Background: an optimization exercise with open tools, aiming at small area. Do not read the settings as production practice. The RTL was checked by simulation tests, not by an equivalence proof against the original design. Power is estimated from default activity; no workload was simulated.

[run.sh]
#!/bin/bash
# synth_recipe.tcl (not shown) runs the flow's synth.tcl, then flattens the netlist and writes it again
# the make line also repeats each setting of config.mk as NAME=value (left out here)
make -C /OpenROAD-flow-scripts/flow DESIGN_CONFIG=/design/flow/config.mk WORK_HOME=/design/flow/orfs CLKGATE_MAP_FILE= SYNTH_SCRIPT=/design/flow/synth_recipe.tcl finish
[config.mk]
export PLATFORM = sky130hd
export DESIGN_NAME = project_top_milestone_3
export DESIGN_NICKNAME = project_top_milestone_3
export VERILOG_FILES = /design/flow/design.v
export SDC_FILE = /design/flow/constraint.sdc
export NUM_CORES = 4
export LEC_CHECK = 0
export CAP_MARGIN = 20
export CORE_MARGIN = 2
export CORE_UTILIZATION = 40
export SLEW_MARGIN = 20
[constraint.sdc]
create_clock -name core_clock -period 20.0 [get_ports {clk}]
set_input_delay 4.0000 -clock core_clock [delete_from_list [all_inputs] [get_ports {clk}]]
set_output_delay 4.0000 -clock core_clock [all_outputs]
set_load 0.01 [all_outputs]
[design.v]
module vgaSync(clk, rst, hsync, vsync, video_on, pix_adv, line_adv, pixel_x, pixel_y);
input clk, rst;
output hsync, vsync, video_on, pix_adv, line_adv;
output [9:0] pixel_x, pixel_y;
reg [10:0] hc;
reg [9:0] vc;
wire [11:0] hcy;
wire [10:0] hinc;
assign hcy[0] = 1'b1;
wire [10:0] vcy;
wire [9:0] vinc;
genvar i;
generate
	for (i = 0; i < 11; i = i + 1) begin : h_inc
		assign hinc[i] = hc[i] ^ hcy[i];
		assign hcy[i + 1] = hc[i] & hcy[i];
	end
	for (i = 0; i < 10; i = i + 1) begin : v_inc
		assign vinc[i] = vc[i] ^ vcy[i];
		assign vcy[i + 1] = vc[i] & vcy[i];
	end
endgenerate
assign line_adv = hcy[11];
assign vcy[0] = line_adv;
assign pix_adv = hc[0];
wire h_jump = hc[10] & ~hc[9] & hcy[8];
wire v_jump = ~vc[9] & vc[8] & vc[7] & vc[6] & vcy[5];
always @(posedge clk) begin
	if (rst) begin
		hc <= 11'd0;
		vc <= 10'd0;
	end else begin
		hc <= h_jump ? 11'd1728 : hinc;
		vc <= v_jump ? 10'd979 : vinc;
	end
end
assign hsync = (hc >= 11'd1761) && (hc <= 11'd1952);
wire line_start = (hc == 11'd0);
assign vsync = (vc == 10'd1013) || (!line_start && vc == 10'd1012) || (line_start && vc == 10'd1014);
assign video_on = ~(hc[10] & hc[9]) & ~vc[9];
assign pixel_x = hc[10:1];
assign pixel_y = vc;
endmodule
module pixelGeneration(clk, rst, push, pixel_x, pixel_y, pix_adv, line_adv, video_on, rgb);
input clk, rst;
input [2:0] push;
input [9:0] pixel_x, pixel_y;
input pix_adv, line_adv, video_on;
output [2:0] rgb;
reg [9:0] kx;
reg [8:0] ly;
reg dir_x, dir_y;        
reg [4:0] k;
reg [2:0] sq;            
reg [11:0] acc;
genvar i;
wire refr_tick = (pixel_y == 10'd980) && (pixel_x == 10'd0);
wire at_right  = ~|kx[9:6] & ~(kx[5] & kx[4] & kx[3]);    
wire at_left   = kx[9] & kx[7] & kx[4];                   
wire at_bottom = ~|ly[8:4];                               
wire at_top    = ly[8] & ly[7] & ly[6] & (ly[4] | ly[3]);  
wire mx = refr_tick & push[0] & ~(dir_x & at_left);
wire my = refr_tick & ~push[0] & push[1];
wire [9:0] dkx = {{7{mx & ~dir_x}}, mx & dir_x, mx & ~dir_x, mx};
wire [8:0] dly = {{6{my & dir_y}}, my & ~dir_y, my & dir_y, my};
wire [10:0] kcy;
wire [9:0] ksum;
wire [9:0] lcy;
wire [8:0] lsum;
assign kcy[0] = 1'b0;
assign lcy[0] = 1'b0;
generate
	for (i = 0; i < 10; i = i + 1) begin : k_add
		assign ksum[i] = kx[i] ^ dkx[i] ^ kcy[i];
		assign kcy[i + 1] = (kx[i] & dkx[i]) | (kx[i] & kcy[i]) | (dkx[i] & kcy[i]);
	end
	for (i = 0; i < 9; i = i + 1) begin : l_add
		assign lsum[i] = ly[i] ^ dly[i] ^ lcy[i];
		assign lcy[i + 1] = (ly[i] & dly[i]) | (ly[i] & lcy[i]) | (dly[i] & lcy[i]);
	end
endgenerate
wire ma = refr_tick & push[2];
wire k_wrap = k[4] & k[2] & k[1] & k[0];      
wire [5:0] kacy;
wire [4:0] kinc;
assign kacy[0] = ma;
wire [3:0] scy;
wire [2:0] sinc;
assign scy[0] = ma & k_wrap;
generate
	for (i = 0; i < 5; i = i + 1) begin : a_inc
		assign kinc[i] = k[i] ^ kacy[i];
		assign kacy[i + 1] = k[i] & kacy[i];
	end
	for (i = 0; i < 3; i = i + 1) begin : s_inc
		assign sinc[i] = sq[i] ^ scy[i];
		assign scy[i + 1] = sq[i] & scy[i];
	end
endgenerate
always @(posedge clk) begin
	if (rst) begin
		kx <= 10'd352;
		ly <= 9'd240;
		dir_x <= 1'b0;
		dir_y <= 1'b0;
		k <= 5'd0;
		sq <= 3'd0;
	end else begin
		kx <= ksum;
		ly <= lsum;
		dir_x <= at_right | (dir_x & ~at_left);
		dir_y <= ~at_bottom & (at_top | dir_y);
		k <= (ma & k_wrap) ? 5'd0 : kinc;
		sq <= sinc;
	end
end
wire s0 = sq[0];
wire [1:0] quadrant = sq[2:1];
wire [9:0] t, s;
wire [10:0] tcy, scy2;
assign tcy[0] = 1'b0;
assign scy2[0] = 1'b0;
wire [9:0] lyx = {1'b0, ly};
generate
	for (i = 0; i < 10; i = i + 1) begin : t_add
		assign t[i] = pixel_x[i] ^ kx[i] ^ tcy[i];
		assign tcy[i + 1] = (pixel_x[i] & kx[i]) | (pixel_x[i] & tcy[i]) | (kx[i] & tcy[i]);
		assign s[i] = pixel_y[i] ^ lyx[i] ^ scy2[i];
		assign scy2[i + 1] = (pixel_y[i] & lyx[i]) | (pixel_y[i] & scy2[i]) | (lyx[i] & scy2[i]);
	end
endgenerate
wire wt = (t[9:6] == 4'd10);
wire ws = (s[9:6] == 4'd7);
wire [4:0] a = t[5] ? t[4:0] : 5'd0 - t[4:0];
wire [4:0] b = s[5] ? s[4:0] : 5'd0 - s[4:0];
wire in_win = wt & ws & (|t[5:0]) & (|s[5:0]);
wire ball_in, border_in;
circleTest circleTest(.a(a), .b(b), .ball_on(ball_in), .border(border_in));
wire ball_on = in_win & ball_in;
wire border = in_win & border_in;
wire [6:0] tan;
tanLut tanLut(.s0(s0), .k(k), .tan(tan));
wire u_pos = ~(quadrant[0] ^ quadrant[1]);    
wire v_pos = quadrant[1];                     
wire ok_u = u_pos ? t[5] : (~t[5] | ~|t[4:0]);
wire ok_v = v_pos ? s[5] : (~s[5] | ~|s[4:0]);
wire xmode = ~(quadrant[0] ^ s0);             
wire d_pos = xmode ? u_pos : v_pos;
wire d_win = xmode ? wt : ws;
wire d_hi = xmode ? t[5] : s[5];
wire d_en = xmode ? pix_adv : line_adv;
wire d_step = d_win & (~d_pos | d_hi);
wire d_add = d_en & d_step;
wire d_load = d_en & ~d_step;
wire [6:0] dtan = tan & {7{d_add}};
wire [12:0] acy;
wire [11:0] asum;
assign acy[0] = 1'b0;
generate
	for (i = 0; i < 12; i = i + 1) begin : acc_add
		if (i < 7) begin : full
			assign asum[i] = acc[i] ^ dtan[i] ^ acy[i];
			assign acy[i + 1] = (acc[i] & dtan[i]) | (acc[i] & acy[i]) | (dtan[i] & acy[i]);
		end else begin : half
			assign asum[i] = acc[i] ^ acy[i];
			assign acy[i + 1] = acc[i] & acy[i];
		end
	end
endgenerate
wire [11:0] d_hold = d_pos ? 12'd0 : {~tan, 5'b11111};
always @(posedge clk)
	acc <= d_load ? d_hold : asum;
wire [4:0] r = xmode ? b : a;
wire [4:0] rn = r ^ {5{d_pos}};               
wire [5:0] ncy;
wire [4:0] diff;
assign ncy[0] = 1'b1;
generate
	for (i = 0; i < 5; i = i + 1) begin : n_sub
		assign diff[i] = acc[7 + i] ^ rn[i] ^ ncy[i];
		assign ncy[i + 1] = (acc[7 + i] & rn[i]) | (acc[7 + i] & ncy[i]) | (rn[i] & ncy[i]);
	end
endgenerate
wire near = ~|diff[4:1] | (&diff);
wire handle_on = border & ok_u & ok_v & near;
assign rgb = video_on ? (handle_on ? 3'b000 : (ball_on ? 3'b011 : 3'b110)) : 3'b000;
endmodule
module circleTest(a, b, ball_on, border);
input [4:0] a, b;
output ball_on, border;
function [1023:0] disc;
	input integer rr;
	integer i;
	begin
		for (i = 0; i < 1024; i = i + 1)
			disc[i] = ((i / 32) * (i / 32) + (i % 32) * (i % 32)) < rr;
	end
endfunction
localparam [1023:0] BALL = disc(16 * 16);
localparam [1023:0] BORDER = disc(27 * 27);
assign ball_on = BALL[{a, b}];
assign border = BORDER[{a, b}];
endmodule
module tanLut(s0, k, tan);
input s0;
input [4:0] k;
output [6:0] tan;
function [447:0] table_of;
	input dummy;
	integer j, ang;
	reg [6:0] v;
	begin
		table_of = 448'd0;
		for (j = 0; j < 64; j = j + 1) begin
			ang = (j >= 32) ? 23 - (j % 32) : (j % 32);
			case (ang)
				0: v = 4;   1: v = 7;   2: v = 11;  3: v = 14;  4: v = 18;  5: v = 21;
				6: v = 25;  7: v = 29;  8: v = 33;  9: v = 36;  10: v = 40; 11: v = 45;
				12: v = 49; 13: v = 53; 14: v = 58; 15: v = 63; 16: v = 67; 17: v = 73;
				18: v = 78; 19: v = 84; 20: v = 90; 21: v = 97; default: v = 100;
			endcase
			table_of[j * 7 +: 7] = v;
		end
	end
endfunction
localparam [447:0] TAN = table_of(1'b0);
assign tan = TAN[{s0, k} * 7 +: 7];
endmodule
module project_top_milestone_3(clk, rst, push, hsync, vsync, rgb);
input clk, rst;
input [2:0] push;
output hsync, vsync;
output [2:0] rgb;
wire video_on, pix_adv, line_adv;
wire [9:0] pixel_x, pixel_y;
vgaSync vgaSync(.clk(clk), .rst(rst), .hsync(hsync), .vsync(vsync), .video_on(video_on),
                .pix_adv(pix_adv), .line_adv(line_adv), .pixel_x(pixel_x), .pixel_y(pixel_y));
pixelGeneration pixelGeneration(.clk(clk), .rst(rst), .push(push), .pixel_x(pixel_x),
                .pixel_y(pixel_y), .pix_adv(pix_adv), .line_adv(line_adv), .video_on(video_on),
                .rgb(rgb));
endmodule
==> results.cfg, run 1 <==
[timing]
finClkSkew_ns = 0.00669
finalHoldViolCount = 0
worstMarginPinSlew_ns = 0.976
setup_tns_ns = 0
min_period_ns = 11.55
slew_headroom = 0.347
rsz0062_at_grt = false
slew_violations = 0
setup_viol = 0
period_share = 0.577
fmax_ghz = 0.0866

[power]
power_density_mw_per_mm2 = 55.8
p_leak_nw = 2.25
total_power_uw = 307
vdd_drop_max_mv = 0.0560

[detailed_routing]
drt_iter0_drc = 238
drt_pre_antenna_iters = 4
route.detailed.drc = 0
drtAntennaViolNets = 0
vias = 3670
drt-total-wl_um = 10200
avgViaCountPerCell = 5.02
post_drt_wl_per_cell_um = 14.0

[setup_path]
crit_fanout = 17
start_kind = register
cp_common_cell = fa_1
path_cells = ha_1, inv_1, fa_1, fa_1, fa_1, fa_1, fa_1, nand2_1, o21ai_0, mux2i_1, xnor2_1, fa_1, fa_1, fa_1, xnor2_1, xnor3_1, and3_1, or3_1, a211oi_2, o211ai_1, and3b_1, clkdlybuf4s50_1
r2r_cells = 31
r2r_setup_slack_ns = 10.92
worst_ep_arrival_time_ns = 7.55
critPathRequiredTime_ns = 16.00
end_kind = output pin
cpPeakStageDelay_ns = 0.87
cpMaxStageDelayCell = fa_1
critPathKind = register to output pin

[yosys]
syn-num-nets = 654
synth.area.top_cells = dfxtp_1 (25%), fa_1 (16%), ha_1 (12%)
synth_warnings = 2
synth_top_area_share = 0.250
async_flop_share = 0
synth_ff_type = dfxtp_1
yosysTopAreaCell = dfxtp_1
yosysUniqueCellTypes = 61
syn_avg_cell_area_um2 = 8.85
synth_seq_cells = 62
syn-cell-area_mm2 = 0.00497
ys_seq_area_frac = 0.250
syn_inst = 562
synth-edff-count = 0

[clock_network]
cts_setup_buffers = 0
clock-sinks = 62
cts_resized = 0
cts_tree = built
clock_latency_ns = 0.34
root_buffer = clkbuf_16
htreeDepth = 3
cts_hold_buf = 0
cts_buffer_depth = 2
cts_buffers = 9
path_clk_slew_ns = 0.05

[floorplanning]
die_w_um = 115
coreArea_mm2 = 0.0121
fp.dieArea_mm2 = 0.0133
num_rows = 40
initial_core_util = 0.412
die_h_um = 115
io_pins = 10

[layout]
fillers = 1179
drive_gt1_frac = 0.0551
layout.cells.non_filler = 731
final_common_cell = dfxtp_1
final_cell_mix = dfxtp_1 (62), nor2_1 (57), inv_1 (56), ha_1 (47)
area_growth_pct = 10.5
final_area_mm2 = 0.00550
final_util = 0.456
nets = 650
diodes = 0

[placement]
gp_congestion = 0.894
port_buffers = 9
dp_hpwl_um = 7800
placedCellCount = 715
dpl-instance-area_mm2 = 0.00517

[global_route]
grt_antenna_before_repair = 0
gr-total-overflow = 0
grt_usage = 0.172
grt_pass1_vias = 3744
grt_max_degree = 41
grt_first_pass_wirelength_um = 17600

[run_status]
status = timing/DRC/antenna clean

[hold_path]
whs_path_depth = 2
min_path_type = register to register

[job]
drv_cap = 0
==> layer usage <==
layer  wire (µm)  track usage
met4         295       0.0747
met1        4620        0.208
met5           0            0
met2        5040        0.290
met3         269       0.0424
==> logic make-up (layout without fill, tap and decap cells) <==
kind of cell    count (synthesis)  in the layout  synth area share
compound gates                 94             94             0.123
xor+xnor                       30             30            0.0586
fa+ha+maj                      87             87             0.279
buf+inv                        81             82            0.0642
flops                          62             62             0.250
mux                             7              7            0.0199
simple gates                  201            201             0.206
==> through the flow <==
| step | setup slack (ns) | hold WS [ns] |
|---|---|---|
| 2_1_floorplan | 9.54 | 0.466 |
| 3_3_place_gp | 8.95 | 0.481 |
| 3_5_place_dp | 8.78 | 0.499 |
| 4_1_cts | 8.38 | 0.507 |
| 5_1_grt | 7.98 | 0.530 |
| 6_report | 8.45 | 0.507 |
==> worst paths after layout <==
kind / startpoint / endpoint
setup / recovery: vgaSync.hc[1] / rgb[2]
hold / removal: pixelGeneration.dir_x / pixelGeneration.dir_x
setup reg to reg: vgaSync.vc[0] / pixelGeneration.acc[10]
hold reg to reg: pixelGeneration.dir_x / pixelGeneration.dir_x
==> critical path: cells and delay by family (launching register included) <==
family          cells  cell delay [ns]
fa+ha+maj           9             4.23
mux                 1             0.15
simple gates        4             0.82
flops               1             0.38
xor+xnor            3             0.62
buf+inv             2             0.52
compound gates      3             0.51
==> synth_stat cells, drive strengths merged (9+ instances only) <==
cell type / number
clkbuf: 18
nor2b: 23
or2: 9
xnor2: 21
a21oi: 29
nor3: 12
ha: 47
nand2: 40
dfxtp: 62
o21ai: 22
inv: 56
and2: 16
fa: 40
nor2: 57
==> area by class of cell <==
class	count	area, µm²	share of cell area
flip-flops and latches	62	1240	0.226
clock inverters	4	70.1	0.0128
repair buffers	10	97.6	0.0178
clock buffers	12	246	0.0449
well taps	168	210	0.0383
multi-input cells	419	3420	0.622
inverters	56	210	0.0383
==> power by group <==
| part | internal [mW] | switching (mW) |
|---|---|---|
| Sequential | 0.125 | 0.00102 |
| Clock | 0.112 | 0.0569 |
| Combinational | 0.00493 | 0.00742 |
==> flip-flops by register name, indices dropped and copies added (netlist names) <==
name,flops
pixelGeneration.ly,9
vgaSync.hc,11
pixelGeneration.acc,12
pixelGeneration.dir_x,1
vgaSync.vc,10
pixelGeneration.kx,10
pixelGeneration.dir_y,1
pixelGeneration.sq,3
pixelGeneration.k,5
==> inputs of run 2 (changes only) <==
--- a/design.v
+++ b/design.v
@@ -50,8 +50,9 @@
 reg [9:0] kx;
 reg [8:0] ly;
 reg dir_x, dir_y;        
-reg [4:0] k;
-reg [2:0] sq;            
+reg [4:0] angle;
+reg s0;                  
+reg [1:0] quadrant;
 reg [11:0] acc;
 genvar i;
 wire refr_tick = (pixel_y == 10'd980) && (pixel_x == 10'd0);
@@ -80,42 +81,39 @@
 	end
 endgenerate
 wire ma = refr_tick & push[2];
-wire k_wrap = k[4] & k[2] & k[1] & k[0];      
-wire [5:0] kacy;
-wire [4:0] kinc;
-assign kacy[0] = ma;
-wire [3:0] scy;
-wire [2:0] sinc;
-assign scy[0] = ma & k_wrap;
-generate
-	for (i = 0; i < 5; i = i + 1) begin : a_inc
-		assign kinc[i] = k[i] ^ kacy[i];
-		assign kacy[i + 1] = k[i] & kacy[i];
-	end
-	for (i = 0; i < 3; i = i + 1) begin : s_inc
-		assign sinc[i] = sq[i] ^ scy[i];
-		assign scy[i + 1] = sq[i] & scy[i];
-	end
-endgenerate
+wire a_end = s0 ? ~|angle : (angle[4] & angle[2] & angle[1] & angle[0]);
+wire ma_step = ma & ~a_end;
+wire ma_turn = ma & a_end;
+wire [4:0] dang = {{4{ma_step & s0}}, ma_step};
+wire [5:0] angcy;
+wire [4:0] anginc;
+assign angcy[0] = 1'b0;
+generate
+	for (i = 0; i < 5; i = i + 1) begin : a_add
+		assign anginc[i] = angle[i] ^ dang[i] ^ angcy[i];
+		assign angcy[i + 1] = (angle[i] & dang[i]) | (angle[i] & angcy[i]) | (dang[i] & angcy[i]);
+	end
+endgenerate
+wire q_step = ma_turn & s0;
 always @(posedge clk) begin
 	if (rst) begin
 		kx <= 10'd352;
 		ly <= 9'd240;
 		dir_x <= 1'b0;
 		dir_y <= 1'b0;
-		k <= 5'd0;
-		sq <= 3'd0;
+		angle <= 5'd0;
+		s0 <= 1'b0;
+		quadrant <= 2'd0;
 	end else begin
 		kx <= ksum;
 		ly <= lsum;
 		dir_x <= at_right | (dir_x & ~at_left);
 		dir_y <= ~at_bottom & (at_top | dir_y);
-		k <= (ma & k_wrap) ? 5'd0 : kinc;
-		sq <= sinc;
+		angle <= anginc;
+		s0 <= s0 ^ ma_turn;
+		quadrant <= {quadrant[1] ^ (quadrant[0] & q_step), quadrant[0] ^ q_step};
 	end
 end
-wire s0 = sq[0];
-wire [1:0] quadrant = sq[2:1];
 wire [9:0] t, s;
 wire [10:0] tcy, scy2;
 assign tcy[0] = 1'b0;
@@ -139,7 +137,7 @@
 wire ball_on = in_win & ball_in;
 wire border = in_win & border_in;
 wire [6:0] tan;
-tanLut tanLut(.s0(s0), .k(k), .tan(tan));
+tanLut tanLut(.angle(angle), .tan(tan));
 wire u_pos = ~(quadrant[0] ^ quadrant[1]);    
 wire v_pos = quadrant[1];                     
 wire ok_u = u_pos ? t[5] : (~t[5] | ~|t[4:0]);
@@ -201,30 +199,15 @@
 assign ball_on = BALL[{a, b}];
 assign border = BORDER[{a, b}];
 endmodule
-module tanLut(s0, k, tan);
-input s0;
-input [4:0] k;
+module tanLut(angle, tan);
+input [4:0] angle;
 output [6:0] tan;
-function [447:0] table_of;
-	input dummy;
-	integer j, ang;
-	reg [6:0] v;
-	begin
-		table_of = 448'd0;
-		for (j = 0; j < 64; j = j + 1) begin
-			ang = (j >= 32) ? 23 - (j % 32) : (j % 32);
-			case (ang)
-				0: v = 4;   1: v = 7;   2: v = 11;  3: v = 14;  4: v = 18;  5: v = 21;
-				6: v = 25;  7: v = 29;  8: v = 33;  9: v = 36;  10: v = 40; 11: v = 45;
-				12: v = 49; 13: v = 53; 14: v = 58; 15: v = 63; 16: v = 67; 17: v = 73;
-				18: v = 78; 19: v = 84; 20: v = 90; 21: v = 97; default: v = 100;
-			endcase
-			table_of[j * 7 +: 7] = v;
-		end
-	end
-endfunction
-localparam [447:0] TAN = table_of(1'b0);
-assign tan = TAN[{s0, k} * 7 +: 7];
+localparam [223:0] TAN = {
+	7'd63,  7'd58,  7'd53,  7'd49,  7'd45,  7'd40,  7'd36,  7'd33,
+	7'd100, 7'd100, 7'd97,  7'd90,  7'd84,  7'd78,  7'd73,  7'd67,
+	7'd63,  7'd58,  7'd53,  7'd49,  7'd45,  7'd40,  7'd36,  7'd33,
+	7'd29,  7'd25,  7'd21,  7'd18,  7'd14,  7'd11,  7'd7,   7'd4};
+assign tan = TAN[angle * 7 +: 7];
 endmodule
 module project_top_milestone_3(clk, rst, push, hsync, vsync, rgb);
 input clk, rst;
==> run 2 against run 1 <==
Compared with the run above:
- still clean
- count of clock-buffer cells in the layout rose by 1
- sequential share of layout area increased by 1.6 points
- die area down 7.6%
- fmax up 2.5%
- synthesized area shrank 7.9%
- combinational power shrank about 20%
==> results.cfg, run 2 <==
[run_status]
status = timing/DRC/antenna clean

[yosys]
syn-num-nets = 596
ys_top_cells_by_count = dfxtp_1 (62), inv_1 (57), nor2_1 (50)
yosysUniqueCellTypes = 53
syn_inst = 506
synth_warnings = 2
syn-cell-area_mm2 = 0.00458
synth_top_area_share = 0.271
yosysTopAreaCell = dfxtp_1
synth_ff_type = dfxtp_1
synth.area.top_cells = dfxtp_1 (27%), fa_1 (19%), ha_1 (11%)
async_flop_share = 0
yosysMostFrequentCell = dfxtp_1
synth-edff-count = 0
ys_seq_area_frac = 0.271
synth_seq_cells = 62
syn_avg_cell_area_um2 = 9.06

[clock_network]
cts_setup_buffers = 0
clock_latency_ns = 0.33
root_buffer = clkbuf_16
cts_resized = 0
cts_hold_buf = 0
cts_buffer_depth = 2
cts_buffers = 9
cts_tree = built
path_clk_slew_ns = 0.05
clock-sinks = 62
htreeDepth = 3

[placement]
gp_congestion = 0.828
placedCellCount = 641
dpl-instance-area_mm2 = 0.00479
port_buffers = 9
dp_hpwl_um = 6890

[layout]
largest_register = pixelGeneration.acc
largest_registers = pixelGeneration.acc: 12 flops, vgaSync.hc: 11 flops
drive_gt1_frac = 0.0583
fillers = 1078
diodes = 0
layout.cells.non_filler = 658
area_growth_pct = 12.1
final_common_cell = dfxtp_1
nets = 600
largest_reg_flops = 12
final_area_mm2 = 0.00514
final_cell_mix = dfxtp_1 (62), inv_1 (57), nor2_1 (50), fa_1 (43), ha_1 (42)

[detailed_routing]
post_drt_wl_per_cell_um = 13.5
drtAntennaViolNets = 0
vias = 3355
avgViaCountPerCell = 5.10
drt_iter0_drc = 104
route.detailed.drc = 0
drt_pre_antenna_iters = 5
drt-total-wl_um = 8850

[timing]
worstMarginPinSlew_ns = 0.948
setup_viol = 0
holdWs_ns = 0.501
period_share = 0.563
finalHoldViolCount = 0
rsz0062_at_grt = false
finClkSkew_ns = 0.00407
slew_headroom = 0.366
fmax_ghz = 0.0888
min_period_ns = 11.27
slew_violations = 0
setup_tns_ns = 0

[setup_path]
end_kind = output pin
start_kind = register
critPathRequiredTime_ns = 16.00
worst_ep_arrival_time_ns = 7.27
r2r_setup_slack_ns = 11.05
crit_fanout = 16
critPathKind = register to output pin

[hold_path]
min_path_type = register to register

[power]
vdd_drop_max_mv = 0.0296
power_density_mw_per_mm2 = 60.2
p_leak_nw = 2.18

[floorplanning]
initial_core_util = 0.405
fp.dieArea_mm2 = 0.0123
num_rows = 39
io_pins = 10
die_h_um = 111
die_w_um = 111
coreArea_mm2 = 0.0113

[global_route]
gr-total-overflow = 0
grt_antenna_before_repair = 0
grt_usage = 0.156
grt_max_degree = 44
grt_pass1_vias = 3384
grt_first_pass_wirelength_um = 15700

[job]
drv_cap = 0
==> run 2: cells by family (layout without fill, tap and decap cells) <==
family | count (synthesis) | after routing | synth area share
compound gates | 78 | 78 | 0.109
xor+xnor | 28 | 28 | 0.0535
fa+ha+maj | 85 | 85 | 0.303
buf+inv | 76 | 85 | 0.0625
flops | 62 | 62 | 0.271
mux | 6 | 6 | 0.0131
simple gates | 171 | 171 | 0.188
==> run 2: worst max-delay path, stage by stage, from the launching register on <==
cell and delay (ns):
dfxtp_1 0.35, ha_1 0.16, inv_1 0.06, fa_1 0.44, fa_1 0.46, fa_1 0.46, fa_1 0.46, fa_1 0.86
nor2_1 0.14, a21oi_1 0.27, mux2i_1 0.13, xor2_1 0.20, fa_1 0.46, fa_1 0.43, fa_1 0.42, xor2_1 0.17
xnor2_1 0.18, xnor2_1 0.15, mux2i_1 0.11, o41ai_2 0.40, a21oi_1 0.12, clkdlybuf4s50_1 0.49
==> run 2: report_power, final <==
group | total [mW] | internal (mW) | switching [mW]
registers | 0.125 | 0.124 | 0.000861
logic | 0.00992 | 0.00384 | 0.00608
clock network | 0.174 | 0.119 | 0.0549
total | 0.309 | 0.247 | 0.0619
==> run 2: worst paths after layout <==
kind | from | end | depth (start not counted)
setup reg to reg | vgaSync.vc[0] | pixelGeneration.acc[11] | 32
setup / recovery | vgaSync.vc[0] | rgb[0] | 21
hold reg to reg | vgaSync.hc[0] | vgaSync.hc[0] | 1
hold / removal | vgaSync.hc[0] | vgaSync.hc[0] | 1
==> run 2: cell type report <==
| class | instances | area, µm² | area share |
|---|---|---|---|
| Inverter | 57 | 214 | 0.0417 |
| Sequential cell | 62 | 1240 | 0.242 |
| Tap cell | 143 | 179 | 0.0348 |
| Clock inverter | 3 | 65.1 | 0.0127 |
| Timing Repair Buffer | 12 | 113 | 0.0219 |
| Clock buffer | 13 | 270 | 0.0526 |
| Multi-Input combinational cell | 368 | 3050 | 0.595 |
==> run 2: per-stage QoR <==
stage	worst slack (ns)	utilization	total power, mW
after floorplan	9.99	-	0.135
after global placement	9.24	0.423	0.137
after detailed placement	9.05	0.423	0.138
after CTS	8.68	0.453	0.314
after global routing	8.35	0.454	0.321
final	8.73	0.454	0.309
==> run 2: layer usage <==
metal	vias to the layer above	GRT usage	share of wire
met4	0	0.0626	0.019
met3	13	0.0355	0.039
met5	-	0	0
met2	67	0.247	0.46
met1	1583	0.209	0.48
li1	1692	-	-
==> inputs of run 3 (changes only) <==
--- a/config.mk
+++ b/config.mk
@@ -8,4 +8,7 @@
 export CAP_MARGIN = 20
 export CORE_MARGIN = 2
 export CORE_UTILIZATION = 40
+export CTS_BUF_LIST = sky130_fd_sc_hd__clkbuf_8
+export CTS_CLUSTER_DIAMETER = 200
+export CTS_CLUSTER_SIZE = 32
 export SLEW_MARGIN = 20
==> run 3 against run 2 <==
Compared with the run above:
- utilization down 0.94 points
- critical path type unchanged
- still clean on timing, DRC and antenna
- critical path depth unchanged
- synthesized area is the same
- sequential power barely moved
- clock power decreased by 25%
- critical endpoint unchanged
- fmax down 0.21%
- sequential share of layout area rose by 0.51 points
==> results.cfg, run 3 <==
[run_status]
status = timing/DRC/antenna clean

[layout]
seq_area_mm2 = 0.00124
fillers = 1090
largest_reg_flops = 12
largest_register = pixelGeneration.acc
final_common_cell = dfxtp_1
diodes = 0
drive_gt1_frac = 0.0584
nets = 599
area_growth_pct = 9.78
final_util = 0.444
largest_registers = pixelGeneration.acc: 12 flops, vgaSync.hc: 11 flops
multi_input_area_mm2 = 0.00306
final_cell_mix = dfxtp_1 (62), inv_1 (58), nor2_1 (49), fa_1 (43), ha_1 (42)

[setup_path]
worst_ep_arrival_time_ns = 7.29
critPathRequiredTime_ns = 16.00
crit_fanout = 16
start_kind = register
critPathKind = register to output pin
r2r_setup_slack_ns = 11.04
end_kind = output pin

[timing]
min_period_ns = 11.29
finClkSkew_ns = 0.00925
setup_viol = 0
finalHoldViolCount = 0
rsz0062_at_grt = false
setup_tns_ns = 0
period_share = 0.564
worstMarginPinSlew_ns = 0.941
slew_headroom = 0.371
slew_violations = 0
fmax_ghz = 0.0886

[global_route]
grt_pass1_vias = 3404
met2_usage = 0.245
gr-total-overflow = 0
grt_usage = 0.157
grt_busiest_layer = met2
gr-usage-met3 = 0.0361
grt_first_pass_wirelength_um = 15600
grtUsageMet1 = 0.208
grt_max_degree = 44
grt_antenna_before_repair = 0

[floorplanning]
num_rows = 39
io_pins = 10
coreArea_mm2 = 0.0113
die_h_um = 111
fp.dieArea_mm2 = 0.0123
die_w_um = 111
initial_core_util = 0.405

[clock_network]
cts_buffers = 9
cts_resized = 0
cts_hold_buf = 0
cts_buffer_depth = 2
htreeDepth = 3
root_buffer = clkbuf_8
cts_setup_buffers = 0
cts_tree = built
path_clk_slew_ns = 0.07
clock_latency_ns = 0.35
clock-sinks = 62

[detailed_routing]
drt_pre_antenna_iters = 4
route.detailed.drc = 0
drt-total-wl_um = 8860
avgViaCountPerCell = 5.03
drt_iter0_drc = 97
vias = 3305
drtAntennaViolNets = 0
post_drt_wl_per_cell_um = 13.5

[power]
p_leak_nw = 2.14
vdd_drop_max_mv = 0.0330
total_power_uw = 265
power_density_mw_per_mm2 = 52.7

[yosys]
ys_top_cells_by_count = dfxtp_1 (62), inv_1 (57), nor2_1 (50)
async_flop_share = 0
synth_warnings = 2
synth_top_area_share = 0.271
syn_inst = 506
yosysTopAreaCell = dfxtp_1
syn_avg_cell_area_um2 = 9.06
syn-cell-area_mm2 = 0.00458
syn-num-nets = 596
ys_seq_area_frac = 0.271
yosysUniqueCellTypes = 53
synth-edff-count = 0
synth_seq_cells = 62
synth.area.top_cells = dfxtp_1 (27%), fa_1 (19%), ha_1 (11%)
synth_ff_type = dfxtp_1
yosysMostFrequentCell = dfxtp_1

[placement]
gp_congestion = 0.828
dp_hpwl_um = 6890
port_buffers = 9

[job]
drv_cap = 0

[hold_path]
min_path_type = register to register
[run 3: path summary, 6_finish.rpt]
path | depth (start not counted) | to | start
max | 21 | rgb[0] | vgaSync.vc[0]
min | 1 | vgaSync.hc[0] | vgaSync.hc[0]
max reg2reg | 32 | pixelGeneration.acc[11] | vgaSync.vc[0]
min reg2reg | 1 | vgaSync.hc[0] | vgaSync.hc[0]
[run 3: per-layer routing]
layer,vias up,share of wire
met5,-,0
met2,49,0.45
met4,0,0.022
li1,1686,-
met1,1558,0.49
met3,12,0.037
[run 3: area by class of cell]
type / instances / share of cell area
clock buffers: 12 / 0.0328
repair buffers: 11 / 0.0209
well taps: 143 / 0.0356
flip-flops and latches: 62 / 0.247
multi-input cells: 368 / 0.608
inverters: 57 / 0.0425
clock inverters: 4 / 0.0137
[run 3: logic make-up after synthesis]
logic type,after synthesis,synth area share
muxes,6,0.0131
and+or+nand+nor,171,0.188
buffers and inverters,76,0.0625
AOI/OAI and AO/OA,78,0.109
adders and majority gates,85,0.303
DFF,62,0.271
xor gates and xnor gates,28,0.0535
[run 3: stage by stage]
step / hold WS, ns / cells / instance area, µm² / setup WS, ns
2_1_floorplan: 0.456 / 506 / 4580 / 9.99
3_3_place_gp: 0.477 / 641 / 4790 / 9.24
3_5_place_dp: 0.491 / 641 / 4790 / 9.05
4_1_cts: 0.501 / 657 / 5030 / 8.65
5_1_grt: 0.532 / 657 / 5030 / 8.32
6_report: 0.503 / 657 / 5030 / 8.71
[run 3: where the power goes]
group	total, mW	internal, mW	switching [mW]	leakage (nW)
Sequential	0.125	0.124	0.000856	0.500
Clock	0.130	0.0797	0.0505	0.124
Combinational	0.00989	0.00384	0.00605	1.51
Total	0.265	0.208	0.0574	2.14
[run 3: critical path, cell delays in order (launching register included)]
cell             delay [ns]
dfxtp_1                0.36
ha_1                   0.16
inv_1                  0.06
fa_1                   0.44
fa_1                   0.46
fa_1                   0.46
fa_1                   0.46
fa_1                   0.86
nor2_1                 0.14
a21oi_1                0.27
mux2i_1                0.14
xor2_1                 0.20
fa_1                   0.46
fa_1                   0.43
fa_1                   0.42
xor2_1                 0.17
xnor2_1                0.18
xnor2_1                0.15
mux2i_1                0.11
o41ai_2                0.39
a21oi_1                0.12
clkdlybuf4s50_1        0.49
==> inputs of run 4 (changes only) <==
--- a/config.mk
+++ b/config.mk
@@ -8,7 +8,7 @@
 export CAP_MARGIN = 20
 export CORE_MARGIN = 2
 export CORE_UTILIZATION = 40
-export CTS_BUF_LIST = sky130_fd_sc_hd__clkbuf_8
+export CTS_BUF_LIST = sky130_fd_sc_hd__clkbuf_4
 export CTS_CLUSTER_DIAMETER = 200
-export CTS_CLUSTER_SIZE = 32
+export CTS_CLUSTER_SIZE = 30
 export SLEW_MARGIN = 20
==> run 4 against run 3 <==
Compared with the run above:
- still clean
- synthesized cell count unchanged
- sequential power about the same
- utilization down 0.66 points
- clock skew up 0.0057 ns
- critical endpoint unchanged
==> results.cfg, run 4 <==
[setup_path]
r2r_cells = 32
crit_fanout = 16
end_kind = output pin
critPathRequiredTime_ns = 16.00
timing.rr.end = pixelGeneration.acc[11]
start_kind = register
r2r_setup_slack_ns = 11.03
rr_startpoint = vgaSync.vc[0]
critPathKind = register to output pin
worst_ep_arrival_time_ns = 7.39

[detailed_routing]
post_drt_wl_per_cell_um = 13.4
route.detailed.drc = 0
avgViaCountPerCell = 5.07
drt_pre_antenna_iters = 5
drt_iter0_drc = 110
drtAntennaViolNets = 0
vias = 3340
drt-total-wl_um = 8840

[power]
p_leak_nw = 2.10
power_density_mw_per_mm2 = 47.0
vdd_drop_max_mv = 0.0279

[layout]
drive_gt1_frac = 0.0544
area_growth_pct = 8.14
largest_register = pixelGeneration.acc
fillers = 1107
largest_reg_flops = 12
nets = 600
final_common_cell = dfxtp_1
final_cell_mix = dfxtp_1 (62), inv_1 (57), nor2_1 (50), fa_1 (43), ha_1 (42)
largest_registers = pixelGeneration.acc: 12 flops, vgaSync.hc: 11 flops

[floorplanning]
io_pins = 10
initial_core_util = 0.405
die_h_um = 111
coreArea_mm2 = 0.0113
num_rows = 39
fp.dieArea_mm2 = 0.0123
die_w_um = 111

[hold_path]
whs_path_depth = 1
min_from = vgaSync.hc[0]
min_to = vgaSync.hc[0]
min_path_type = register to register

[yosys]
async_flop_share = 0
ys_top_cells_by_count = dfxtp_1 (62), inv_1 (57), nor2_1 (50)
synth_top_area_share = 0.271
yosysUniqueCellTypes = 53
synth_seq_cells = 62
yosysMostFrequentCell = dfxtp_1
ys_seq_area_frac = 0.271
synth.area.top_cells = dfxtp_1 (27%), fa_1 (19%), ha_1 (11%)
syn-num-nets = 596
yosysTopAreaCell = dfxtp_1
synth_warnings = 2
syn_avg_cell_area_um2 = 9.06
synth_ff_type = dfxtp_1
syn_inst = 506
syn-cell-area_mm2 = 0.00458
synth-edff-count = 0

[clock_network]
cts_setup_buffers = 0
clock-sinks = 62
root_buffer = clkbuf_4
cts_buffer_depth = 2
htreeDepth = 3
cts_resized = 0
path_clk_slew_ns = 0.10
cts_tree = built
cts_buffers = 9
clock_latency_ns = 0.42
cts_hold_buf = 0

[global_route]
grt_first_pass_wirelength_um = 15600
grt_antenna_before_repair = 1
gr-total-overflow = 0
grt_pass1_vias = 3394
grt_usage = 0.156
grt_max_degree = 44

[timing]
period_share = 0.570
min_period_ns = 11.39
setup_viol = 0
fmax_ghz = 0.0878
setup_tns_ns = 0
slew_headroom = 0.363
finalHoldViolCount = 0
finClkSkew_ns = 0.0149
holdWs_ns = 0.507
rsz0062_at_grt = false
worstMarginPinSlew_ns = 0.952
slew_violations = 0

[job]
drv_cap = 0

[placement]
dp_hpwl_um = 6890
gp_congestion = 0.828
port_buffers = 9

[run_status]
status = timing/DRC/antenna clean
==> run 4: metrics by stage <==
stage	util	instance area (µm²)	cells	setup WS (ns)	total power, mW
global route	0.438	4950	659	8.22	0.244
detailed placement	0.423	4790	641	9.05	0.138
global placement	0.423	4790	641	9.24	0.137
floorplan	-	4580	506	9.99	0.135
finish	0.438	4950	659	8.61	0.233
CTS	0.437	4940	657	8.55	0.236
==> run 4: logic make-up after synthesis <==
kind of cell | share of synthesized area
XOR/XNOR | 0.0535
multiplexers | 0.0131
buffers and inverters | 0.0625
AO/OA/AOI/OAI | 0.109
AND/OR/NAND/NOR | 0.188
flip-flops | 0.271
adder cells (fa/ha/maj) | 0.303
==> run 4: layout make-up <==
| class | count | area (µm²) | share of cell area |
|---|---|---|---|
| Sequential cell | 62 | 1240 | 0.251 |
| Tap cell | 143 | 179 | 0.0361 |
| Clock inverter | 6 | 76.3 | 0.0154 |
| Inverter | 57 | 214 | 0.0432 |
| Multi-Input combinational cell | 368 | 3050 | 0.616 |
| Clock buffer | 10 | 75.1 | 0.0152 |
| Timing Repair Buffer | 12 | 113 | 0.0227 |
| Antenna cell | 1 | 2.50 | 0.000505 |
==> run 4: critical path, cell delays in order, from the launching register on <==
cell	delay [ns]
dfxtp_1	0.37
ha_1	0.16
inv_1	0.06
fa_1	0.44
fa_1	0.46
fa_1	0.46
fa_1	0.46
fa_1	0.87
nor2_1	0.14
a21oi_1	0.27
mux2i_1	0.14
xor2_1	0.20
fa_1	0.46
fa_1	0.43
fa_1	0.42
xor2_1	0.17
xnor2_1	0.18
xnor2_1	0.15
mux2i_1	0.11
o41ai_2	0.40
a21oi_1	0.12
clkdlybuf4s50_1	0.49
==> run 4: per-layer routing <==
metal / vias up / routed length (µm) / GRT usage
met1: 1574 / 4390 / 0.208
met2: 60 / 4010 / 0.246
met3: 13 / 298 / 0.0328
met5: - / 0 / 0
met4: 0 / 145 / 0.0634
li1: 1693 / - / -
==> run 4: how the worst max path moves through the flow <==
stage                       start     end  slack, ns  depth (start not counted)
finish              vgaSync.vc[0]  rgb[0]       8.61                         21
global route        vgaSync.vc[0]  rgb[0]       8.22                         21
global placement    vgaSync.vc[0]  rgb[0]       9.24                         21
floorplan           vgaSync.vc[0]  rgb[0]       9.99                         20
detailed placement  vgaSync.vc[0]  rgb[0]       9.05                         21
CTS                 vgaSync.vc[0]  rgb[0]       8.55                         21
==> run 4: where the power goes <==
| group | switching, mW | total, mW | internal, mW |
|---|---|---|---|
| logic | 0.00608 | 0.00993 | 0.00384 |
| clock network | 0.0472 | 0.0979 | 0.0507 |
| registers | 0.000855 | 0.125 | 0.124 |
==> inputs of run 5 (changes only) <==
--- a/config.mk
+++ b/config.mk
@@ -9,6 +9,4 @@
 export CORE_MARGIN = 2
 export CORE_UTILIZATION = 40
 export CTS_BUF_LIST = sky130_fd_sc_hd__clkbuf_4
-export CTS_CLUSTER_DIAMETER = 200
-export CTS_CLUSTER_SIZE = 30
 export SLEW_MARGIN = 20
==> run 5 against run 4 <==
Compared with the run above:
- still clean on timing, DRC and antenna
- via count is the same
- final cell count is the same
- setup slack is the same
- final area is the same
- utilization is the same
- total power is the same
- synthesized cell count is the same
- wire length is the same
- synthesized area is the same
- sequential share of layout area is the same
- critical path depth is the same
- fmax is the same
- highest routed layer unchanged
==> results.cfg, run 5 <==
[run_status]
status = timing/DRC/antenna clean

[layout]
final_common_cell = dfxtp_1
layout.cells.non_filler = 659
largest_reg_flops = 12
fillers = 1107
nets = 600
final_util = 0.438
area_growth_pct = 8.14
largest_register = pixelGeneration.acc
drive_gt1_frac = 0.0544
largest_registers = pixelGeneration.acc: 12 flops, vgaSync.hc: 11 flops
final_cell_mix = dfxtp_1 (62), inv_1 (57), nor2_1 (50), fa_1 (43), ha_1 (42)
final_area_mm2 = 0.00495

[clock_network]
cts_tree = built
cts_buffer_depth = 2
clock-sinks = 62
path_clk_slew_ns = 0.10
clock_latency_ns = 0.42
htreeDepth = 3
cts_hold_buf = 0
cts_resized = 0
cts_setup_buffers = 0
cts_buffers = 9
root_buffer = clkbuf_4

[detailed_routing]
avgViaCountPerCell = 5.07
drtAntennaViolNets = 0
post_drt_wl_per_cell_um = 13.4
drt_pre_antenna_iters = 5
route.detailed.drc = 0
drt_iter0_drc = 110
vias = 3340
drt-total-wl_um = 8840

[yosys]
synth-edff-count = 0
synth_warnings = 2
syn_avg_cell_area_um2 = 9.06
synth.area.top_cells = dfxtp_1 (27%), fa_1 (19%), ha_1 (11%)
ys_seq_area_frac = 0.271
syn-cell-area_mm2 = 0.00458
async_flop_share = 0
ys_top_cells_by_count = dfxtp_1 (62), inv_1 (57), nor2_1 (50)
yosysMostFrequentCell = dfxtp_1
synth_seq_cells = 62
yosysUniqueCellTypes = 53
syn_inst = 506
synth_ff_type = dfxtp_1
syn-num-nets = 596
synth_top_area_share = 0.271
yosysTopAreaCell = dfxtp_1

[timing]
rsz0062_at_grt = false
finalHoldViolCount = 0
setup_viol = 0
finClkSkew_ns = 0.0149
slew_violations = 0
min_period_ns = 11.39
setup_tns_ns = 0
period_share = 0.570
fmax_ghz = 0.0878
worstMarginPinSlew_ns = 0.952
slew_headroom = 0.363

[global_route]
grt_usage = 0.156
grt_max_degree = 44
grt_antenna_before_repair = 1
gr-total-overflow = 0
grt_pass1_vias = 3394
grt_first_pass_wirelength_um = 15600

[placement]
port_buffers = 9
placedCellCount = 641
dpl-instance-area_mm2 = 0.00479
dp_hpwl_um = 6890
gp_congestion = 0.828

[hold_path]
min_path_type = register to register

[setup_path]
critPathKind = register to output pin
r2r_setup_slack_ns = 11.03
critPathRequiredTime_ns = 16.00
crit_fanout = 16
worst_ep_arrival_time_ns = 7.39
start_kind = register
end_kind = output pin

[floorplanning]
die_w_um = 111
fp.dieArea_mm2 = 0.0123
num_rows = 39
die_h_um = 111
initial_core_util = 0.405
io_pins = 10
coreArea_mm2 = 0.0113

[power]
total_power_uw = 233
vdd_drop_max_mv = 0.0279
p_leak_nw = 2.10
power_density_mw_per_mm2 = 47.0

[job]
drv_cap = 0
==> run 5: critical path, cell delays in order, from the launching register on <==
cell and delay (ns):
dfxtp_1 0.37, ha_1 0.16, inv_1 0.06, fa_1 0.44, fa_1 0.46, fa_1 0.46
fa_1 0.46, fa_1 0.87, nor2_1 0.14, a21oi_1 0.27, mux2i_1 0.14, xor2_1 0.20
fa_1 0.46, fa_1 0.43, fa_1 0.42, xor2_1 0.17, xnor2_1 0.18, xnor2_1 0.15
mux2i_1 0.11, o41ai_2 0.40, a21oi_1 0.12, clkdlybuf4s50_1 0.49
==> run 5: final cells by class <==
class	count	area, µm²	area share
flip-flops and latches	62	1240	0.251
well taps	143	179	0.0361
diodes	1	2.50	0.000505
repair buffers	12	113	0.0227
multi-input cells	368	3050	0.616
clock inverters	6	76.3	0.0154
clock buffers	10	75.1	0.0152
inverters	57	214	0.0432
==> run 5: power by group <==
part | internal, mW | switching, mW | total [mW] | leakage [nW]
logic | 0.00384 | 0.00608 | 0.00993 | 1.52
clock network | 0.0507 | 0.0472 | 0.0979 | 0.0829
registers | 0.124 | 0.000855 | 0.125 | 0.500
total | 0.179 | 0.0542 | 0.233 | 2.10
==> run 5: per-layer routing <==
metal | vias up | global-route usage | part of all wire
li1 | 1693 | - | -
met1 | 1574 | 0.208 | 0.50
met2 | 60 | 0.246 | 0.45
met3 | 13 | 0.0328 | 0.034
met4 | 0 | 0.0634 | 0.016
met5 | - | 0 | 0
==> run 5: worst paths after layout <==
kind,from,to,cells past startpoint
hold reg to reg,vgaSync.hc[0],vgaSync.hc[0],1
setup reg to reg,vgaSync.vc[0],pixelGeneration.acc[11],32
hold / removal,vgaSync.hc[0],vgaSync.hc[0],1
setup / recovery,vgaSync.vc[0],rgb[0],21
==> run 5: through the flow <==
stage                     hold slack [ns]  setup WS (ns)
after floorplan                     0.456           9.99
after global placement              0.477           9.24
after detailed placement            0.491           9.05
after CTS                           0.506           8.55
after global routing                0.530           8.22
final                               0.507           8.61
==> run 5: logic make-up (layout without fill, tap and decap cells) <==
family                   after synthesis  count (layout)  synth area share
AND/OR/NAND/NOR                      171             171             0.188
other                                  0               1                 0
multiplexers                           6               6            0.0131
AO/OA/AOI/OAI                         78              78             0.109
XOR/XNOR                              28              28            0.0535
adder cells (fa/ha/maj)               85              85             0.303
buffers and inverters                 76              85            0.0625
flip-flops                            62              62             0.271
==> inputs of run 6 (changes only) <==
--- a/config.mk
+++ b/config.mk
@@ -8,5 +8,6 @@
 export CAP_MARGIN = 20
 export CORE_MARGIN = 2
 export CORE_UTILIZATION = 40
-export CTS_BUF_LIST = sky130_fd_sc_hd__clkbuf_4
+export CTS_BUF_LIST = sky130_fd_sc_hd__clkbuf_4 sky130_fd_sc_hd__clkbuf_8
+export CTS_CLUSTER_SIZE = 20
 export SLEW_MARGIN = 20
==> run 6 against run 5 <==
Compared with the run above:
- worst hold slack worse by 0.0038 ns
- final area is 1.6% higher
- clock power grew 35%
- final cell count shrank 0.30%
- synthesized cell count unchanged
- critical endpoint unchanged
==> results.cfg, run 6 <==
[yosys]
syn_avg_cell_area_um2 = 9.06
ys_top_cells_by_count = dfxtp_1 (62), inv_1 (57), nor2_1 (50)
synth.area.top_cells = dfxtp_1 (27%), fa_1 (19%), ha_1 (11%)
yosysMostFrequentCell = dfxtp_1
synth_seq_cells = 62
synth_ff_type = dfxtp_1
synth_warnings = 2
syn-cell-area_mm2 = 0.00458
syn_inst = 506
synth-edff-count = 0
async_flop_share = 0
syn-num-nets = 596
synth_top_area_share = 0.271
yosysUniqueCellTypes = 53
yosysTopAreaCell = dfxtp_1
ys_seq_area_frac = 0.271

[setup_path]
path_cells = ha_1, inv_1, fa_1, fa_1, fa_1, fa_1, fa_1, nor2_1, a21oi_1, mux2i_1, xor2_1, fa_1, fa_1, fa_1, xor2_1, xnor2_1, xnor2_1, mux2i_1, o41ai_2, a21oi_1, clkdlybuf4s50_1
cp_common_cell = fa_1
cp_num_buf_inv = 2
critPathRequiredTime_ns = 16.00
crit_fanout = 16
cpPeakStageDelay_ns = 0.86
critPathKind = register to output pin
end_kind = output pin
start_kind = register
cp_top_family = adder cells
worst_ep_arrival_time_ns = 7.29
cpMaxStageDelayCell = fa_1

[floorplanning]
num_rows = 39
die_w_um = 111
fp.dieArea_mm2 = 0.0123
die_h_um = 111
initial_core_util = 0.405
coreArea_mm2 = 0.0113
io_pins = 10

[timing]
finClkSkew_ns = 0.00903
fmax_ghz = 0.0886
slew_violations = 0
slew_headroom = 0.371
worstMarginPinSlew_ns = 0.941
setup_tns_ns = 0
period_share = 0.564
setup_viol = 0
finalHoldViolCount = 0
rsz0062_at_grt = false
min_period_ns = 11.29
fin_ws_ns = 8.71

[global_route]
grt_first_pass_wirelength_um = 15600
grt_usage = 0.157
grt_max_degree = 44
gr-total-overflow = 0
grt_pass1_vias = 3404
grt_antenna_before_repair = 0

[layout]
drive_gt1_frac = 0.0603
diodes = 0
nets = 599
largest_register = pixelGeneration.acc
largest_reg_flops = 12
fillers = 1090
final_cell_mix = dfxtp_1 (62), inv_1 (57), nor2_1 (49), fa_1 (43), ha_1 (42)
area_growth_pct = 9.86
final_area_mm2 = 0.00503
final_util = 0.445
largest_registers = pixelGeneration.acc: 12 flops, vgaSync.hc: 11 flops
final_common_cell = dfxtp_1

[clock_network]
cts_buffers = 9
cts_resized = 0
clock_latency_ns = 0.35
path_clk_slew_ns = 0.07
clock-sinks = 62
cts_hold_buf = 0
root_buffer = clkbuf_8
cts_buffer_depth = 2
cts_tree = built
cts_setup_buffers = 0
htreeDepth = 3

[placement]
gp_congestion = 0.828
dp_hpwl_um = 6890
dpl-instance-area_mm2 = 0.00479
port_buffers = 9
dp_slack_ns = 9.05

[detailed_routing]
avgViaCountPerCell = 5.03
route.detailed.drc = 0
post_drt_wl_per_cell_um = 13.5
drtAntennaViolNets = 0
vias = 3305
drt-total-wl_um = 8860
drt_pre_antenna_iters = 4
drt_iter0_drc = 97

[power]
p_sw_frac = 0.215
p_leak_nw = 2.14
power_density_mw_per_mm2 = 53.0
p_sw_uw = 57.4
p_comb_frac = 0.037
clock_power_share = 0.495
p_seq_frac = 0.468
power.internal_uw = 210
vdd_drop_max_mv = 0.0330

[job]
drv_cap = 0

[run_status]
status = timing/DRC/antenna clean

[hold_path]
min_path_type = register to register
## run 6: cell counts after synthesis
No cell type changed its count.
## run 6: kinds of logic after synthesis
family | synth area share
AO/OA/AOI/OAI | 0.109
adder cells (fa/ha/maj) | 0.303
buffers and inverters | 0.0625
XOR/XNOR | 0.0535
multiplexers | 0.0131
flip-flops | 0.271
AND/OR/NAND/NOR | 0.188
## run 6: final timing paths
path | start | endpoint | slack [ns] | cells past startpoint
min | vgaSync.hc[0] | vgaSync.hc[0] | 0.50 | 1
max reg2reg | vgaSync.vc[0] | pixelGeneration.acc[11] | 11.04 | 32
max | vgaSync.vc[0] | rgb[0] | 8.71 | 21
min reg2reg | vgaSync.hc[0] | vgaSync.hc[0] | 0.50 | 1
## run 6: cell type report
class	instances	area, µm²	area share
Multi-Input combinational cell	368	3060	0.607
Sequential cell	62	1240	0.247
Inverter	57	214	0.0425
Tap cell	143	179	0.0355
Clock buffer	13	173	0.0343
Timing Repair Buffer	11	105	0.0209
Clock inverter	3	65.1	0.0129
## run 6: metal layers
metal	part of all wire	track usage	vias up
met3	0.037	0.0361	12
met5	0	0	-
met4	0.022	0.0708	0
li1	-	-	1686
met2	0.45	0.245	49
met1	0.49	0.208	1558
## run 6: metrics by stage
stage,power (mW),cells,hold WS (ns)
final,0.267,657,0.503
after global routing,0.278,657,0.532
after CTS,0.271,657,0.501
after detailed placement,0.138,641,0.491
after global placement,0.137,641,0.477
after floorplan,0.135,506,0.456
## run 6: power by group through the flow
stage	Combinational, mW	Sequential (mW)	Clock (mW)
finish	0.00989	0.125	0.132
global route	0.0115	0.125	0.141
CTS	0.0100	0.125	0.136
detailed placement	0.00992	0.128	0
global placement	0.00985	0.128	0
floorplan	0.00734	0.127	0
==> inputs of run 7 (changes only) <==
==> flow/run.sh (new file) <==
#!/bin/bash
# Layout flow: the standard flow (standard.sh), with three changes:
#  - after the standard synthesis, the combinational logic is re-mapped by ABC
#    with an area-oriented script (flip-flops, adders and tie cells are kept as
#    synthesized), and the result is proven equivalent to the standard netlist;
#  - the port buffers are buf_1 cells;
#  - clock tree synthesis uses clkbuf_4 buffers and inserts no dummy loads.
# Each tool's output goes to a log file of its own in this folder.
set -euo pipefail
HERE=$(cd "$(dirname "$0")" && pwd)
WD=$(pwd)
LIB=$FLOW_HOME/platforms/$FLOW_PLATFORM/lib/sky130_fd_sc_hd__tt_025C_1v80.lib
RES=$WD/orfs/results/$FLOW_PLATFORM/project_top_milestone_3/base

bash standard.sh synth > "$WD/1_synth_standard.log" 2>&1
cp "$RES/1_2_yosys.v" "$WD/synth_standard.v"

bash "$HERE/reopt.sh" "$WD/synth_standard.v" "$WD/synth_reopt.v" "$LIB" "$WD/reopt" > "$WD/2_reopt.log" 2>&1
(cd "$WD/reopt" && bash "$HERE/equiv.sh" "$WD/synth_standard.v" "$WD/synth_reopt.v" "$LIB") > "$WD/3_equiv.log" 2>&1

cp "$WD/synth_reopt.v" "$RES/1_2_yosys.v"
rm -f "$RES/1_synth.odb" "$RES/1_synth.sdc"

export BUFFER_PORTS_ARGS="-buffer_cell sky130_fd_sc_hd__buf_1"
export CTS_ARGS="-sink_clustering_enable -repair_clock_nets -buf_list sky130_fd_sc_hd__clkbuf_4 -dont_use_dummy_load"
bash standard.sh finish > "$WD/4_layout.log" 2>&1
==> flow/equiv.sh (new file) <==
#!/bin/bash
# equiv.sh GOLD_NETLIST GATE_NETLIST LIB : proves the two mapped netlists equivalent
# (flip-flops paired by name), reading the cells from the liberty file.
set -euo pipefail
cat > equiv.ys <<EOY
read_liberty -ignore_miss_func $3
read_verilog $1
rename $FLOW_TOP gold
read_verilog $2
rename $FLOW_TOP gate
hierarchy -check
flatten gold gate
opt_clean
equiv_make gold gate equiv
hierarchy -top equiv
equiv_simple -seq 2
equiv_induct
equiv_status -assert
EOY
yosys -s equiv.ys
==> flow/gen_cells.py (new file) <==
#!/usr/bin/env python3
# Writes Verilog models of the liberty's cells for re-mapping a netlist:
# single-output combinational cells as logic, every other cell as an empty blackbox.
import re, sys
lib = open(sys.argv[1]).read()
comb, boxes = [], []
for body in re.split(r'\n\s*cell\s*\(', lib)[1:]:
    name = re.match(r'\s*"?(\w+)"?', body).group(1)
    pins = []
    for m in re.finditer(r'\n\s*pin\s*\(\s*"?(\w+)"?\s*\)\s*\{', body):
        seg = body[m.end():m.end() + 6000]
        d = re.search(r'direction\s*:\s*"?(\w+)"?', seg).group(1)
        head = seg.split('timing')[0].split('internal_power')[0]
        f = re.search(r'function\s*:\s*"([^"]*)"', head)
        if m.group(1) not in [p[0] for p in pins]:
            pins.append((m.group(1), d, f.group(1) if f else None))
    ins = [p for p, d, f in pins if d == 'input']
    outs = [(p, f) for p, d, f in pins if d == 'output']
    seq = re.search(r'\b(ff|latch|statetable)\s*\(', body) is not None
    ports = ins + [p for p, _ in outs]
    if not ports:
        continue
    if not seq and len(outs) == 1 and outs[0][1]:
        o, f = outs[0]
        e = f.replace('!', '~').replace('+', '|').replace('*', '&')
        e = re.sub(r'(\w)\s+(?=[\w(~])', r'\1 & ', e)
        e = re.sub(r'\)\s+(?=[\w(~])', r') & ', e)
        comb.append('module %s(%s);\n%s output %s;\n assign %s = %s;\nendmodule\n' % (
            name, ', '.join(ports), ''.join(' input %s;\n' % p for p in ins), o, o, e))
    else:
        decl = ''.join(' input %s;\n' % p for p in ins) + ''.join(' output %s;\n' % p for p, _ in outs)
        decl += ''.join(' inout %s;\n' % p for p, d, f in pins if d == 'inout')
        allp = ports + [p for p, d, f in pins if d == 'inout']
        boxes.append('(* blackbox *)\nmodule %s(%s);\n%sendmodule\n' % (name, ', '.join(allp), decl))
open(sys.argv[2], 'w').write(''.join(comb))
open(sys.argv[3], 'w').write(''.join(boxes))
==> flow/reopt.abc (new file) <==
strash
&get -n
&st
&dch -f
&nf -R 1000
&put
mfs2 -a
strash
&get -n
&dch -f
&nf -R 1000
&put
topo
==> flow/reopt.sh (new file) <==
#!/bin/bash
# reopt.sh IN_NETLIST OUT_NETLIST LIB WORKDIR
# Re-maps the combinational logic of a mapped netlist with ABC; flip-flops and
# multi-output cells (full/half adders, tie cells) are kept as they are.
set -euo pipefail
IN=$1; OUT=$2; LIB=$3; W=$4
HERE=$(cd "$(dirname "$0")" && pwd)
mkdir -p "$W"
python3 "$HERE/gen_cells.py" "$LIB" "$W/comb.v" "$W/boxes.v"
DU=""
for c in $(python3 - "$LIB" <<'PY'
import re, sys
names = re.findall(r'\n\s*cell\s*\(\s*"?(\w+)"?', open(sys.argv[1]).read())
bad = re.compile(r'lpflow|probe|clkbuf|clkinv|clkdly|dlygate|dlymetal|dlxb|dlxt|dlrt|_16$|_12$|_8$|buf_6|conb|einv|ebuf|bufbuf|bufinv|fill|tap|decap|diode|macro')
print(' '.join(n for n in names if bad.search(n)))
PY
); do DU="$DU -dont_use $c"; done
cat > "$W/reopt.ys" <<EOY
read_verilog $W/comb.v
read_verilog $W/boxes.v
read_verilog $IN
hierarchy -top $FLOW_TOP
flatten
techmap
opt -purge
abc -liberty $LIB $DU -script $HERE/reopt.abc
read_liberty -lib -ignore_redef $LIB
opt_clean -purge
hilomap -singleton -hicell sky130_fd_sc_hd__conb_1 HI -locell sky130_fd_sc_hd__conb_1 LO
insbuf -buf sky130_fd_sc_hd__buf_1 A X
splitnets
opt_clean -purge
check -assert -mapped
tee -o $W/reopt_stat.txt stat -liberty $LIB
write_verilog -noattr -nohex -nodec $OUT
EOY
yosys -s "$W/reopt.ys"
==> standard.sh (new file) <==
#!/bin/bash
# synth_recipe.tcl (not shown) runs the flow's synth.tcl, then flattens the netlist and writes it again
# the make line also repeats each setting of config.mk as NAME=value (left out here)
make -C /OpenROAD-flow-scripts/flow DESIGN_CONFIG=/design/flow/config.mk WORK_HOME=/design/flow/orfs CLKGATE_MAP_FILE= SYNTH_SCRIPT=/design/flow/synth_recipe.tcl "${@:-finish}"
--- a/config.mk
+++ b/config.mk
@@ -8,6 +8,5 @@
 export CAP_MARGIN = 20
 export CORE_MARGIN = 2
 export CORE_UTILIZATION = 40
-export CTS_BUF_LIST = sky130_fd_sc_hd__clkbuf_4 sky130_fd_sc_hd__clkbuf_8
-export CTS_CLUSTER_SIZE = 20
+export CTS_BUF_LIST = sky130_fd_sc_hd__clkbuf_4
 export SLEW_MARGIN = 20
removed: run.sh
==> run 7 against run 6 <==
Compared with the run above:
- wire length decreased by 5.6%
- combinational power fell by 18%
- critical path depth is 1 higher
- fmax grew 1.2%
- global-route usage is 0.37 points higher
- sequential share of layout area increased by 2.0 points
==> results.cfg, run 7 <==
[clock_network]
cts_buffers = 9
htreeDepth = 3
cts_buffer_depth = 2
root_buffer = clkbuf_4
cts_tree = built
cts_hold_buf = 0
clock-sinks = 62
cts_resized = 0
clock_latency_ns = 0.42
path_clk_slew_ns = 0.09
cts_setup_buffers = 0

[power]
total_power_uw = 194
p_leak_nw = 1.93
p_sw_frac = 0.242
p_comb_frac = 0.042
p_seq_frac = 0.641
clock_power_share = 0.318
p_sw_uw = 47.1
power_density_mw_per_mm2 = 41.8
vdd_drop_max_mv = 0.0263
power.internal_uw = 147

[detailed_routing]
vias = 3184
post_drt_wl_per_cell_um = 13.3
drt_pre_antenna_iters = 4
drtAntennaViolNets = 0
route.detailed.drc = 0
drt-total-wl_um = 8360
avgViaCountPerCell = 5.05
drt_iter0_drc = 138

[setup_path]
cp_common_cell = fa_1
critPathKind = register to output pin
cpPeakStageDelay_ns = 0.61
cpMaxStageDelayCell = fa_1
start_kind = register
path_cells = ha_1, inv_1, fa_1, fa_1, fa_1, fa_1, fa_1, o21ai_0, mux2i_1, xnor2_1, fa_1, fa_1, fa_1, xnor2_1, xnor2_1, xnor2_1, o31a_1, nor3_1, o21ai_0, a21oi_1, nor4_1, buf_1
worst_ep_arrival_time_ns = 7.15
critPathRequiredTime_ns = 16.00
end_kind = output pin
crit_fanout = 9
r2r_setup_slack_ns = 10.99

[yosys]
syn_inst = 475
synth_warnings = 2
syn-num-nets = 565
syn_avg_cell_area_um2 = 9.23
syn-cell-area_mm2 = 0.00439

[timing]
worstMarginPinSlew_ns = 1.03
min_period_ns = 11.15
fmax_ghz = 0.0896
setup_viol = 0
slew_headroom = 0.312
finalHoldViolCount = 0
rsz0062_at_grt = false
fin_ws_ns = 8.85
holdWs_ns = 0.507
period_share = 0.558
finClkSkew_ns = 0.0402
setup_tns_ns = 0
slew_violations = 0

[global_route]
grt_usage = 0.161
grt_first_pass_wirelength_um = 14900
grt_antenna_before_repair = 0
grt_pass1_vias = 3271
grt_max_degree = 46
gr-total-overflow = 0

[layout]
final_util = 0.433
layout.cells.non_filler = 630
area_growth_pct = 6.08
nets = 582
largest_registers = pixelGeneration.acc: 12 flops, vgaSync.hc: 11 flops
final_area_mm2 = 0.00465
largest_register = pixelGeneration.acc
final_cell_mix = dfxtp_1 (62), inv_1 (57), nor2_1 (53), fa_1 (43), ha_1 (42)
final_common_cell = dfxtp_1
fillers = 1099
diodes = 0
drive_gt1_frac = 0.0204
largest_reg_flops = 12

[job]
drv_cap = 0

[placement]
dp_slack_ns = 9.27
port_buffers = 9
placedCellCount = 621
gp_congestion = 0.848
dpl-instance-area_mm2 = 0.00458
dp_hpwl_um = 6680

[floorplanning]
fp.dieArea_mm2 = 0.0118
coreArea_mm2 = 0.0107
die_w_um = 109
io_pins = 10
num_rows = 38
die_h_um = 109
initial_core_util = 0.408

[hold_path]
min_path_type = register to register

[run_status]
status = timing/DRC/antenna clean
run 7: layout make-up:
class / count / area, µm² / share of cell area
Multi-Input combinational cell: 353 / 2920 / 0.627
Sequential cell: 62 / 1240 / 0.267
Inverter: 57 / 214 / 0.0460
Tap cell: 140 / 175 / 0.0377
Clock buffer: 9 / 67.6 / 0.0145
Timing Repair Buffer: 9 / 35.0 / 0.00753
run 7: worst paths after layout:
| kind | start | endpoint | cells past startpoint |
|---|---|---|---|
| setup / recovery | vgaSync.hc[1] | rgb[0] | 22 |
| hold / removal | pixelGeneration.dir_x | pixelGeneration.dir_x | 2 |
| setup reg to reg | vgaSync.vc[0] | pixelGeneration.acc[11] | 31 |
| hold reg to reg | pixelGeneration.dir_x | pixelGeneration.dir_x | 2 |
run 7: power groups by stage:
stage	combinational, mW	sequential [mW]	clock, mW
detailed placement	0.00804	0.127	0
global route	0.00926	0.125	0.0699
global placement	0.00800	0.127	0
finish	0.00811	0.125	0.0618
floorplan	0.00485	0.127	0
CTS	0.00812	0.125	0.0634
run 7: worst max-delay path, delay by kind of cell, from the launching register on:
kind,cells,cell delay (ns)
mux,1,0.18
fa+ha+maj,9,3.91
simple gates,2,0.37
compound gates,4,0.88
flops,1,0.44
xor+xnor,4,0.70
buf+inv,2,0.25
run 7: routing by layer:
layer,wire length [µm],GRT usage,vias up
li1,-,-,1624
met1,4170,0.212,1518
met2,3900,0.265,33
met3,183,0.0323,9
met4,108,0.0504,0
met5,0,0,-

[separate check: timing with driven ports]
Ports are ideal in the flow. The routed layouts listed here were re-timed in OpenROAD.
Step 1, drivers: a clkbuf_16 drives clk and a buf_2 each remaining input, both assumed.
Step 2 moves the port delays by t, midway between the first and last clock arrival at a register: inputs arrive t later, outputs are due t later. That takes back most of the time a late clock gives input paths.
a / b / c = ideal ports / drivers / drivers and shift; a / b = the first two.
| run | shift t [ns] | setup WS [ns] | hold WS [ns] | worst setup path after step 2 | clock arrival spread, ns |
|---|---|---|---|---|---|
| run 1 | 0.377 | 8.451 / 8.414 / 8.790 | 0.507 / 0.507 / 0.507 | register to output | 0.007 / 0.007 |
| run 2 | 0.370 | 8.734 / 8.695 / 9.066 | 0.501 / 0.501 / 0.501 | register to output | 0.005 / 0.005 |
| run 3 | 0.388 | 8.710 / 8.673 / 9.060 | 0.503 / 0.503 / 0.503 | register to output | 0.009 / 0.009 |
| run 4 | 0.454 | 8.610 / 8.574 / 9.027 | 0.507 / 0.507 / 0.507 | register to output | 0.015 / 0.015 |
| run 5 | 0.454 | 8.610 / 8.574 / 9.027 | 0.507 / 0.507 / 0.507 | register to output | 0.015 / 0.015 |
| run 6 | 0.388 | 8.710 / 8.673 / 9.060 | 0.503 / 0.503 / 0.503 | register to output | 0.009 / 0.009 |
| run 7 | 0.433 | 8.845 / 8.813 / 9.247 | 0.507 / 0.507 / 0.507 | register to output | 0.040 / 0.041 |
After both steps setup and hold are still met in every run listed.
